This design comes from an exercise in tuning for small area on the open sky130 flow, not from production work.
No driver is modelled on the clock port, so clock power and skew are understated where the tree is cut down; a real chip needs a root buffer or a tree.
Power is estimated from default activity; no workload was simulated.

Setup of birch:
==> flow/design.v <==
module t1b_ultrasonic(
    input clk_50M, reset, echo_rx,
    output reg trig,
    output op,
    output wire [15:0] distance_out
);
localparam [19:0] LF_A = 20'h9d693;
localparam [19:0] LF_B = 20'h6cd59;
localparam [19:0] LF_C = 20'hceb49;
localparam [19:0] LF_R = 20'h01d39;
localparam [19:0] M_A = 20'hfefde;
localparam [19:0] M_B = 20'hedbff;
localparam [19:0] M_C = 20'h7f7ef;
localparam [8:0] U_P = 9'h100;
localparam [8:0] U_S = 9'h000;
localparam [8:0] U_E = 9'h017;
localparam [1:0] S_IDLE = 2'd0, S_WF = 2'd1, S_WAIT = 2'd2, S_MEAS = 2'd3;
reg [19:0] lf;
reg [1:0]  sub;
reg [10:0] dreg;
reg        det;
reg [8:0]  u;
reg [4:0]  p;
reg [10:0] q;
wire at_b = ((lf & M_B) == (LF_B & M_B));
wire at_c = ((lf & M_C) == (LF_C & M_C));
reg at_c_d;
always @(posedge clk_50M) at_c_d <= at_c;
wire meas = (sub == S_MEAS);
wire cnt  = meas & echo_rx & ~at_c;    
wire ovf  = (u == U_E);
wire lnext = (p == 5'd7) | (p == 5'd16);
wire ld  = meas & ~echo_rx & ~at_c;
wire clr = ((sub == S_IDLE) & at_b & ~echo_rx) |
           ((sub == S_WF) & ~echo_rx) |
           ((sub == S_WAIT) & at_c & ~echo_rx) |
           (meas & at_c);
always @(posedge clk_50M or negedge reset) begin
    if (!reset) begin
        lf   <= LF_R;
        sub  <= S_IDLE;
        trig <= 1'b0;
        dreg <= 11'd0;
        det  <= 1'b0;
    end else begin
        lf <= {lf[18:0], ~(lf[19] ^ lf[2]) ^ at_c};
        trig <= (at_c_d & (lf[1] == 1'b1)) | (trig & ~at_b);
        case (sub)
            S_IDLE: if (at_b) sub <= S_WF;
            S_WF:   sub <= echo_rx ? S_MEAS : S_WAIT;
            S_WAIT: if (echo_rx) sub <= S_MEAS; else if (at_c) sub <= S_IDLE;
            default: if (~cnt) sub <= S_IDLE;
        endcase
        if (ld | clr) begin
            dreg <= ld ? q : 11'd0;
            det  <= ld & (q < 11'd70);
        end
    end
end
always @(posedge clk_50M) begin
    if (!meas) begin
        u <= U_P;
        p <= 5'd0;
        q <= 11'd0;
    end else if (ovf) begin
        u <= lnext ? U_P : U_S;
        p <= (p == 5'd16) ? 5'd0 : p + 5'd1;
        q <= q + 11'd1;
    end else begin
        u <= {u[7:0], ~(u[8] ^ u[4])};
    end
end
assign op = det;
assign distance_out = {5'd0, dreg};
endmodule
clock: 20.0 ns
lec_check: 0
cap_margin: 20
core_margin: 2
core_utilization: 40
slew_margin: 20
standard.sh (not shown) runs the stock make flow with config.mk's settings and CLKGATE_MAP_FILE= SYNTH_SCRIPT=/design/flow/synth_recipe.tcl, a recipe that flattens the netlist after the stock synthesis.
==> flow/flow/run.sh <==
#!/bin/bash
# The standard layout (standard.sh), with:
#  - an area-oriented ABC mapping in synthesis (flow/my_synth.tcl, flow/area.abc);
#    registers are mapped exactly as in the standard synthesis
#  - the smallest buffer on every port
#  - a flat clock tree: after CTS, flow/post_cts.tcl replaces CTS's tree with
#    three clock buffers, each driving a third of the flip-flops
#  - no timing-driven buffering in global placement, and one tie cell for
#    the constant outputs
set -euo pipefail
W=$(pwd)
export MY_ABC_SCRIPT=$W/flow/area.abc
export FLOW_SYNTH_TCL=$W/synth_recipe.tcl
bash standard.sh SYNTH_SCRIPT=$W/flow/my_synth.tcl ADDER_MAP_FILE= SYNTH_INSBUF=0 \
  "BUFFER_PORTS_ARGS=-buffer_cell sky130_fd_sc_hd__buf_1" \
  GPL_TIMING_DRIVEN=0 SKIP_REPAIR_TIE_FANOUT=1 \
  POST_CTS_TCL=$W/flow/post_cts.tcl \
  "CTS_ARGS=-sink_clustering_enable -sink_clustering_size 30 -sink_clustering_max_diameter 200 -buf_list sky130_fd_sc_hd__clkbuf_4 -root_buf sky130_fd_sc_hd__clkbuf_4 -dont_use_dummy_load -repair_clock_nets" \
  finish > flow_make.log 2>&1
Other scripts of this flow, unchanged in this note and not shown: flow/flow/area.abc, flow/flow/my_synth.tcl, flow/flow/post_cts.tcl
The inputs of cedar differ from those of birch as listed below.
diff --git a/flow/design.v b/flow/design.v
--- a/flow/design.v
+++ b/flow/design.v
@@ -20,14 +20,13 @@
 reg [10:0] dreg;
 reg        det;
 reg [8:0]  u;
 reg [4:0]  p;
 reg [10:0] q;
+wire at_a = ((lf & M_A) == (LF_A & M_A));
 wire at_b = ((lf & M_B) == (LF_B & M_B));
 wire at_c = ((lf & M_C) == (LF_C & M_C));
-reg at_c_d;
-always @(posedge clk_50M) at_c_d <= at_c;
 wire meas = (sub == S_MEAS);
 wire cnt  = meas & echo_rx & ~at_c;    
 wire ovf  = (u == U_E);
 wire lnext = (p == 5'd7) | (p == 5'd16);
 wire ld  = meas & ~echo_rx & ~at_c;
@@ -42,11 +41,12 @@
         trig <= 1'b0;
         dreg <= 11'd0;
         det  <= 1'b0;
     end else begin
         lf <= {lf[18:0], ~(lf[19] ^ lf[2]) ^ at_c};
-        trig <= (at_c_d & (lf[1] == 1'b1)) | (trig & ~at_b);
+        if (at_a) trig <= 1'b1;
+        else if (at_b) trig <= 1'b0;
         case (sub)
             S_IDLE: if (at_b) sub <= S_WF;
             S_WF:   sub <= echo_rx ? S_MEAS : S_WAIT;
             S_WAIT: if (echo_rx) sub <= S_MEAS; else if (at_c) sub <= S_IDLE;
             default: if (~cnt) sub <= S_IDLE;
- Compared with birch, cedar has less setup slack.
- Compared to birch, cedar has via count of the first global-routing pass 78 higher.
- The clock transition time at the flip-flop clock pins of the worst setup and hold paths on birch is in line with that on cedar.
- Compared cedar vs birch, and register share of the cell area is down in cedar.
- On placement-stage cell area: between birch and cedar, it ends up lower for birch.
- Looking at maximum frequency from static timing analysis across birch and cedar, the one that comes out lower is cedar.
- The final reports for cedar and birch show final layout net count higher in the former.
- NOTE sum of met2 wire segment lengths after detailed routing birch->cedar increased by a little under 10%
- [compare] base=birch new=cedar: final worst-path cycle share climbed 0.70 points; share of total power in the clock network dropped 1.8 points; clock period minus worst slack climbed 0.14 ns.
No functional check of the RTL was part of any run of this note. No run of this note takes its clock network from TritonCTS; it comes from the design's own scripts or RTL.

==> separate check: timing with driven ports <==
No port has a modelled driver above. Below, the same layouts with a new extraction and two added sets of constraints.
Step 1 (the two cells are an assumption about what drives the block):
set clk [get_ports {clk_50M}]
set_driving_cell -lib_cell sky130_fd_sc_hd__clkbuf_16 $clk
set_driving_cell -lib_cell sky130_fd_sc_hd__buf_2 [delete_from_list [all_inputs] $clk]
Step 2 times the ports against the registers' clock, not the clock port: input delays grow and output delays shrink by t, the midpoint of the rising clock arrivals with the driver on.
Three values: ideal ports, drivers, drivers and shift; two values: the first two.
run	shift t [ns]	setup WS [ns]	worst slew at a driven data input, ns
birch	0.209	15.047 / 15.062 / 14.853	0.04
cedar	0.210	14.907 / 14.910 / 14.700	0.04
After both steps every run listed still meets setup and hold. For cedar, which loses most, drivers alone change the setup slack by +0.003 ns; drivers and shift together by -0.207 ns.
